Source: an optimization exercise on an open RTL-to-GDS flow (aim: small area and a short achievable clock period). Production flows keep margins and buffers that such runs may drop.
At most, simulation tests tie the RTL to the original design; equivalence was not proved.
No driver is modelled on the clock port, so clock power and skew are understated where the tree is cut down; a real chip needs a root buffer or a tree.
Power figures rest on the tool's default switching activity, not on a simulated workload.

before:
==> flow/design.v <==
`timescale 1ns/1ps
module fifo_sync #(
     parameter Depth = 64,
     parameter Width = 8)
    (input clk,
     input  resetn,
     input [Width-1:0] data_in,
     input wr_en, rd_en,
     output [Width-1:0] data_out,
     output empty, full);
     reg  [7:0] ta;
     reg  [6:0] tb;
     reg        nempty;       
     reg        full_r;       
     wire do_read  = rd_en & nempty;
     wire do_write = wr_en & ~ta[7];
     wire up   = do_write & ~do_read;
     wire down = do_read & ~do_write;
     always @(posedge clk or negedge resetn)
        if (!resetn) begin
           ta      <= 8'b0;
           tb      <= 7'b0;
           nempty  <= 1'b0;
           full_r  <= 1'b0;
        end else if (up) begin
           if (tb[6]) begin                  
              tb <= 7'b0;
              ta <= {ta[6:0], 1'b1};
           end else
              tb <= {tb[5:0], 1'b1};
           nempty  <= 1'b1;
           full_r  <= ta[6] & tb[6];         
        end else if (down) begin
           if (!tb[0]) begin                 
              tb <= 7'b1111111;
              ta <= {1'b0, ta[7:1]};
           end else
              tb <= {1'b0, tb[6:1]};
           nempty  <= ta[0] | tb[1];         
           full_r  <= 1'b0;
        end
     assign empty = ~nempty;
     assign full  = full_r;
     wire [Depth:0] vn;
     genvar i;
     generate
        for (i = 0; i < Depth; i = i + 1) begin : dec
           wire a_gt  = ta[i / 8];
           wire a_ge  = (i / 8 == 0) ? 1'b1 : ta[(i / 8 + 7) % 8];
           wire b_gt  = (i % 8 == 7) ? 1'b0 : tb[i % 8 % 7];
           assign vn[i] = ~(a_gt | (a_ge & b_gt));
        end
     endgenerate
     assign vn[Depth] = 1'b1;
     wire rd_n = ~rd_en;
     reg  [Width-1:0] mem [0:Depth-1];
     generate
        for (i = 0; i < Depth; i = i + 1) begin : ent
           wire hold, shift, load;
           wire [Width-1:0] next;
           fifo_nor2 h (.a(rd_en), .b(vn[i]), .y(hold));
           if (i + 1 < Depth) begin : mid
              fifo_nor2 s (.a(rd_n), .b(vn[i+1]), .y(shift));
              fifo_ao21 l (.a(rd_en), .b(vn[i+1]), .c(vn[i]), .y(load));
              assign next = mem[(i + 1) % Depth];
           end else begin : last
              assign shift = 1'b0;
              assign load  = rd_en | vn[i];
              assign next  = {Width{1'b0}};
           end
           wire [Width-1:0] d;
           fifo_sel #(.Width(Width)) sel (
              .hold(hold), .shift(shift), .load(load),
              .cur(mem[i]), .nxt(next), .din(data_in), .d(d));
           always @(posedge clk)
              mem[i] <= d;
        end
     endgenerate
     assign data_out = mem[0];
endmodule
module fifo_sel #(
     parameter Width = 8)
    (input hold, shift, load,
     input [Width-1:0] cur, nxt, din,
     output [Width-1:0] d);
     assign d = ({Width{hold}}  & cur)
              | ({Width{shift}} & nxt)
              | ({Width{load}}  & din);
endmodule
module fifo_nor2 (input a, b, output y);
     assign y = ~(a | b);
endmodule
module fifo_ao21 (input a, b, c, output y);
     assign y = (a & b) | c;
endmodule
==> flow/config.mk <==
export PLATFORM = sky130hd
export DESIGN_NAME = fifo_sync
export DESIGN_NICKNAME = fifo_sync
export VERILOG_FILES = /design/flow/design.v
export SDC_FILE = /design/flow/constraint.sdc
export NUM_CORES = 4
export LEC_CHECK = 0
export CAP_MARGIN = 20
export CORE_MARGIN = 2
export CORE_UTILIZATION = 50
export SETUP_SLACK_MARGIN = 2.3
export SLEW_MARGIN = 20
export SYNTH_HIERARCHICAL = 1
export SYNTH_MINIMUM_KEEP_SIZE = 0
export TNS_END_PERCENT = 5
==> flow/constraint.sdc <==
create_clock -name core_clock -period 4.0 [get_ports {clk}]
set_input_delay 0.8000 -clock core_clock [delete_from_list [all_inputs] [get_ports {clk}]]
set_output_delay 0.8000 -clock core_clock [all_outputs]
set_load 0.01 [all_outputs]
standard.sh (not shown) runs the stock make flow with config.mk's settings and CLKGATE_MAP_FILE= SYNTH_SCRIPT=/design/flow/synth_recipe.tcl, a recipe that flattens the netlist after the stock synthesis.
==> flow/flow/run.sh <==
#!/bin/bash
# The standard ORFS flow (standard.sh), except that the clock tree is built by
# flow/cts_hook.tcl: a two-level tree of root buffers (up to 4 on the clock
# port) feeding leaf buffers at the centres of balanced groups of flip-flops.
set -euo pipefail
here=$(pwd)
export PRE_CTS_TCL=$here/flow/cts_hook.tcl
export MYCTS_LEAVES=${MYCTS_LEAVES:-21}
export MYCTS_ROOTS=${MYCTS_ROOTS:-4}
# port buffers: a plain buffer rather than the delay cell ORFS picks by area
export BUFFER_PORTS_ARGS="-buffer_cell sky130_fd_sc_hd__buf_4"
bash standard.sh finish > "$here/orfs_make.log" 2>&1 || { tail -n 50 "$here/orfs_make.log"; exit 1; }
tail -n 5 "$here/orfs_make.log"
Other scripts of this flow, unchanged in this note and not shown: flow/flow/cts_hook.tcl, flow/flow/mycts.tcl
Input-level comparison between after and before:
diff --git a/flow/design.v b/flow/design.v
--- a/flow/design.v
+++ b/flow/design.v
@@ -10,38 +10,33 @@
      output empty, full);
      reg  [7:0] ta;
      reg  [6:0] tb;
      reg        nempty;       
      reg        full_r;       
-     wire do_read  = rd_en & nempty;
-     wire do_write = wr_en & ~ta[7];
-     wire up   = do_write & ~do_read;
-     wire down = do_read & ~do_write;
+     reg        nempty_o;     
+     wire [7:0] ta_n;
+     wire [6:0] tb_n;
+     wire       nempty_n, nempty_o_n, full_n;
+     fifo_cnt cnt (
+        .wr_en(wr_en), .rd_en(rd_en), .ta(ta), .tb(tb), .nempty(nempty),
+        .ta_n(ta_n), .tb_n(tb_n), .nempty_n(nempty_n), .full_n(full_n),
+        .full_r(full_r), .nempty_o(nempty_o), .nempty_o_n(nempty_o_n));
      always @(posedge clk or negedge resetn)
         if (!resetn) begin
            ta      <= 8'b0;
            tb      <= 7'b0;
            nempty  <= 1'b0;
+           nempty_o <= 1'b0;
            full_r  <= 1'b0;
-        end else if (up) begin
-           if (tb[6]) begin                  
-              tb <= 7'b0;
-              ta <= {ta[6:0], 1'b1};
-           end else
-              tb <= {tb[5:0], 1'b1};
-           nempty  <= 1'b1;
-           full_r  <= ta[6] & tb[6];         
-        end else if (down) begin
-           if (!tb[0]) begin                 
-              tb <= 7'b1111111;
-              ta <= {1'b0, ta[7:1]};
-           end else
-              tb <= {1'b0, tb[6:1]};
-           nempty  <= ta[0] | tb[1];         
-           full_r  <= 1'b0;
+        end else begin
+           ta      <= ta_n;
+           tb      <= tb_n;
+           nempty  <= nempty_n;
+           nempty_o <= nempty_o_n;
+           full_r  <= full_n;
         end
-     assign empty = ~nempty;
+     assign empty = ~nempty_o;
      assign full  = full_r;
      wire [Depth:0] vn;
      genvar i;
      generate
         for (i = 0; i < Depth; i = i + 1) begin : dec
@@ -91,5 +86,27 @@
      assign y = ~(a | b);
 endmodule
 module fifo_ao21 (input a, b, c, output y);
      assign y = (a & b) | c;
 endmodule
+module fifo_cnt (
+     input        wr_en, rd_en,
+     input  [7:0] ta,
+     input  [6:0] tb,
+     input        nempty, full_r, nempty_o,
+     output [7:0] ta_n,
+     output [6:0] tb_n,
+     output       nempty_n, full_n, nempty_o_n);
+     wire do_read  = rd_en & nempty;
+     wire do_write = wr_en & ~ta[7];
+     wire up   = do_write & ~do_read;
+     wire down = do_read & ~do_write;
+     wire [6:0] tb_inc = tb[6] ? 7'b0 : {tb[5:0], 1'b1};
+     wire [7:0] ta_inc = tb[6] ? {ta[6:0], 1'b1} : ta;
+     wire [6:0] tb_dec = tb[0] ? {1'b0, tb[6:1]} : 7'b1111111;
+     wire [7:0] ta_dec = tb[0] ? ta : {1'b0, ta[7:1]};
+     assign tb_n     = up ? tb_inc : down ? tb_dec : tb;
+     assign ta_n     = up ? ta_inc : down ? ta_dec : ta;
+     assign nempty_n = up | (down ? (ta[0] | tb[1]) : nempty);
+     assign nempty_o_n = up | (down ? (ta[0] | tb[1]) : nempty_o);
+     assign full_n   = up ? (ta[6] & tb[6]) : (~down & full_r);
+endmodule
Findings:
Status: gate count after technology mapping parity (after, before)
The count of endpoints failing setup in the final report on before is in line with that on after.
Compared with before, in after post-synthesis to final-layout area growth increased by 6.4 points relative to the old numbers; synthesized area grew by about 0.75%.
Compared with before, after is the more power-hungry design.
after has worst endpoint data arrival time below what before had.
Relative to before, the design area measured on after has increased by a few percent.
Compare before and after | largest net degree at the start of global routing higher: before
A startpoint of the most critical setup path of nempty$_DFFE_PN0P_ is what before shows, while nempty_o$_DFF_PN0_ belongs to after.
Function not checked in after: the RTL went through the layout flow alone. In every run of this note, the design's own scripts or RTL, not TritonCTS, make the clock network.

* * *

Starts from the design.v that is shown in full above.
Settings: LEC_CHECK=0, CAP_MARGIN=20, CORE_MARGIN=2, CORE_UTILIZATION=55, SETUP_SLACK_MARGIN=2.25, SLEW_MARGIN=20, SYNTH_HIERARCHICAL=1, SYNTH_MINIMUM_KEEP_SIZE=0; clock period 4.0 ns.
Scripts as last shown in full above: flow/flow/run.sh
Other scripts of this flow, unchanged in this note and not shown: flow/flow/cts_hook.tcl, flow/flow/mycts.tcl
Change:
--- a/flow/design.v
+++ b/flow/design.v
@@ -12,34 +12,29 @@
      reg  [6:0] tb;
      reg        nempty;       
      reg        full_r;       
-     wire do_read  = rd_en & nempty;
-     wire do_write = wr_en & ~ta[7];
-     wire up   = do_write & ~do_read;
-     wire down = do_read & ~do_write;
+     reg        nempty_o;     
+     wire [7:0] ta_n;
+     wire [6:0] tb_n;
+     wire       nempty_n, nempty_o_n, full_n;
+     fifo_cnt cnt (
+        .wr_en(wr_en), .rd_en(rd_en), .ta(ta), .tb(tb), .nempty(nempty),
+        .ta_n(ta_n), .tb_n(tb_n), .nempty_n(nempty_n), .full_n(full_n),
+        .full_r(full_r), .nempty_o(nempty_o), .nempty_o_n(nempty_o_n));
      always @(posedge clk or negedge resetn)
         if (!resetn) begin
            ta      <= 8'b0;
            tb      <= 7'b0;
            nempty  <= 1'b0;
+           nempty_o <= 1'b0;
            full_r  <= 1'b0;
-        end else if (up) begin
-           if (tb[6]) begin                  
-              tb <= 7'b0;
-              ta <= {ta[6:0], 1'b1};
-           end else
-              tb <= {tb[5:0], 1'b1};
-           nempty  <= 1'b1;
-           full_r  <= ta[6] & tb[6];         
-        end else if (down) begin
-           if (!tb[0]) begin                 
-              tb <= 7'b1111111;
-              ta <= {1'b0, ta[7:1]};
-           end else
-              tb <= {1'b0, tb[6:1]};
-           nempty  <= ta[0] | tb[1];         
-           full_r  <= 1'b0;
+        end else begin
+           ta      <= ta_n;
+           tb      <= tb_n;
+           nempty  <= nempty_n;
+           nempty_o <= nempty_o_n;
+           full_r  <= full_n;
         end
-     assign empty = ~nempty;
+     assign empty = ~nempty_o;
      assign full  = full_r;
      wire [Depth:0] vn;
      genvar i;
@@ -93,3 +88,25 @@
 module fifo_ao21 (input a, b, c, output y);
      assign y = (a & b) | c;
 endmodule
+module fifo_cnt (
+     input        wr_en, rd_en,
+     input  [7:0] ta,
+     input  [6:0] tb,
+     input        nempty, full_r, nempty_o,
+     output [7:0] ta_n,
+     output [6:0] tb_n,
+     output       nempty_n, full_n, nempty_o_n);
+     wire do_read  = rd_en & nempty;
+     wire do_write = wr_en & ~ta[7];
+     wire up   = do_write & ~do_read;
+     wire down = do_read & ~do_write;
+     wire [6:0] tb_inc = tb[6] ? 7'b0 : {tb[5:0], 1'b1};
+     wire [7:0] ta_inc = tb[6] ? {ta[6:0], 1'b1} : ta;
+     wire [6:0] tb_dec = tb[0] ? {1'b0, tb[6:1]} : 7'b1111111;
+     wire [7:0] ta_dec = tb[0] ? ta : {1'b0, ta[7:1]};
+     assign tb_n     = up ? tb_inc : down ? tb_dec : tb;
+     assign ta_n     = up ? ta_inc : down ? ta_dec : ta;
+     assign nempty_n = up | (down ? (ta[0] | tb[1]) : nempty);
+     assign nempty_o_n = up | (down ? (ta[0] | tb[1]) : nempty_o);
+     assign full_n   = up ? (ta[6] & tb[6]) : (~down & full_r);
+endmodule
The new run finished with timing, DRC and antenna clean.
Die area goes up by 0.73%.
Setup slack is better by 0.013 ns.
Total power goes up by 2.6%.
First-iteration DRC count goes up by 5.6%.
Sequential power goes up by about 4%.
Design area goes up by 2.3%.
Register-to-register slack is worse by 0.02 ns.
Combinational power goes up by about 2%.
Synthesized cell count barely changes.
Only the layout flow was run in the second run of this note; the RTL was not checked for function there. No run of this note takes its clock network from TritonCTS; it comes from the design's own scripts or RTL.

* * *

Setup of v25:
// fifo_sync: RTL as listed in full above, without the edits since
export LEC_CHECK = 0
export CAP_MARGIN = 20
export CORE_MARGIN = 2
export CORE_UTILIZATION = 50
export SETUP_SLACK_MARGIN = 2.25
export SLEW_MARGIN = 20
export SYNTH_HIERARCHICAL = 1
export SYNTH_MINIMUM_KEEP_SIZE = 0
create_clock -name core_clock -period 4.0 [get_ports {clk}]
Scripts as last shown in full above: flow/flow/run.sh
Other scripts of this flow, unchanged in this note and not shown: flow/flow/cts_hook.tcl, flow/flow/mycts.tcl
Changes in v14 relative to v25:
==> flow/design.v, changed modules only <==
module fifo_sync #(
     parameter Depth = 64,
     parameter Width = 8)
    (input clk,
     input  resetn,
     input [Width-1:0] data_in,
     input wr_en, rd_en,
     output [Width-1:0] data_out,
     output empty, full);
     reg  [7:0] ta;
     reg  [6:0] tb;
     reg        nempty;       
     reg        full_r;       
     reg        nempty_o;     
     wire [7:0] ta_n;
     wire [6:0] tb_n;
     wire       nempty_n, nempty_o_n, full_n;
     fifo_cnt cnt (
        .wr_en(wr_en), .rd_en(rd_en), .ta(ta), .tb(tb), .nempty(nempty),
        .ta_n(ta_n), .tb_n(tb_n), .nempty_n(nempty_n), .full_n(full_n),
        .full_r(full_r), .nempty_o(nempty_o), .nempty_o_n(nempty_o_n));
     always @(posedge clk or negedge resetn)
        if (!resetn) begin
           ta      <= 8'b0;
           tb      <= 7'b0;
           nempty  <= 1'b0;
           nempty_o <= 1'b0;
           full_r  <= 1'b0;
        end else begin
           ta      <= ta_n;
           tb      <= tb_n;
           nempty  <= nempty_n;
           nempty_o <= nempty_o_n;
           full_r  <= full_n;
        end
     assign empty = ~nempty_o;
     assign full  = full_r;
     wire [Depth:0] vn;
     genvar i;
     generate
        for (i = 0; i < Depth; i = i + 1) begin : dec
           wire a_gt  = ta[i / 8];
           wire a_ge  = (i / 8 == 0) ? 1'b1 : ta[(i / 8 + 7) % 8];
           wire b_gt  = (i % 8 == 7) ? 1'b0 : tb[i % 8 % 7];
           assign vn[i] = ~(a_gt | (a_ge & b_gt));
        end
     endgenerate
     assign vn[Depth] = 1'b1;
     wire rd_n = ~rd_en;
     reg  [Width-1:0] mem [0:Depth-1];
     generate
        for (i = 0; i < Depth; i = i + 1) begin : ent
           wire hold, shift, load;
           wire [Width-1:0] next;
           fifo_nor2 h (.a(rd_en), .b(vn[i]), .y(hold));
           if (i + 1 < Depth) begin : mid
              fifo_nor2 s (.a(rd_n), .b(vn[i+1]), .y(shift));
              fifo_ao21 l (.a(rd_en), .b(vn[i+1]), .c(vn[i]), .y(load));
              assign next = mem[(i + 1) % Depth];
           end else begin : last
              assign shift = 1'b0;
              assign load  = rd_en | vn[i];
              assign next  = {Width{1'b0}};
           end
           wire [Width-1:0] d;
           fifo_sel #(.Width(Width)) sel (
              .hold(hold), .shift(shift), .load(load),
              .cur(mem[i]), .nxt(next), .din(data_in), .d(d));
           always @(posedge clk)
              mem[i] <= d;
        end
     endgenerate
     assign data_out = mem[0];
endmodule
module fifo_cnt (
     input        wr_en, rd_en,
     input  [7:0] ta,
     input  [6:0] tb,
     input        nempty, full_r, nempty_o,
     output [7:0] ta_n,
     output [6:0] tb_n,
     output       nempty_n, full_n, nempty_o_n);
     wire do_read  = rd_en & nempty;
     wire do_write = wr_en & ~ta[7];
     wire up   = do_write & ~do_read;
     wire down = do_read & ~do_write;
     wire [6:0] tb_inc = tb[6] ? 7'b0 : {tb[5:0], 1'b1};
     wire [7:0] ta_inc = tb[6] ? {ta[6:0], 1'b1} : ta;
     wire [6:0] tb_dec = tb[0] ? {1'b0, tb[6:1]} : 7'b1111111;
     wire [7:0] ta_dec = tb[0] ? ta : {1'b0, ta[7:1]};
     assign tb_n     = up ? tb_inc : down ? tb_dec : tb;
     assign ta_n     = up ? ta_inc : down ? ta_dec : ta;
     assign nempty_n = up | (down ? (ta[0] | tb[1]) : nempty);
     assign nempty_o_n = up | (down ? (ta[0] | tb[1]) : nempty_o);
     assign full_n   = up ? (ta[6] & tb[6]) : (~down & full_r);
endmodule
[summary]
v14 ended up with a higher fraction of registers with async set/reset than v25 did. v14 reports its capture point of the critical path as empty while v25 reports mem[54][6]. Any difference in total global-route track usage between v14 and v25 is small enough to ignore. v14 against v25: post-synthesis adder-cell area fraction level; relative contribution of the clock network to total power moved down; total power draw moved up; cell area after synthesis moved up. Comparing v14 with v25, the parity-gate share of the synthesized area counting xor and xnor cells came out essentially unchanged. v14 vs. v25: largest voltage drop on the vdd net higher, initial core utilization roughly the same, routed wire length on met2 higher. v14 against v25: post-route cell area higher, overall die width picked up an extra about 0.36%. Relative to v25, layout cell share with drive strength beyond 1 has increased by 2.3 points in v14. As of v14, routed length per placed instance had risen by a few percent compared to v25.
Function not checked in v14: the RTL went through the layout flow alone. No run of this note takes its clock network from TritonCTS; it comes from the design's own scripts or RTL.

[static timing again, ports no longer ideal]
Ports are ideal in the flow. The routed layouts listed here were re-timed in OpenROAD. Step 1 sets driving cells, clkbuf_16 on the clock port and buf_2 on the other inputs (assumed; they add their load-dependent delay and slew). Step 2 times the ports against the registers' clock, not the clock port: input delays grow and output delays shrink by t, the midpoint of the rising clock arrivals with the driver on. Slacks: no drivers / after step 1 / after step 2; pairs: no drivers / after step 1.
run	shift t [ns]	setup slack, ns	worst setup path after step 2	clock arrival spread, ns
before	0.461	2.226 / 2.116 / 1.818	input to register	0.031 / 0.030
after	0.464	2.247 / 2.130 / 1.769	input to register	0.037 / 0.037
the first run of note 2	0.462	2.233 / 2.119 / 1.768	input to register	0.032 / 0.032
the second run of note 2	0.470	2.246 / 2.124 / 1.654	input to register	0.038 / 0.038
v25	0.466	2.241 / 2.141 / 1.853	input to register	0.030 / 0.030
v14	0.458	2.242 / 2.129 / 1.694	input to register	0.038 / 0.039
After both steps setup and hold are still met in every run listed. The setup slack of the second run of note 2, which loses most, moves by -0.122 ns with the drivers and by -0.592 ns with both steps.
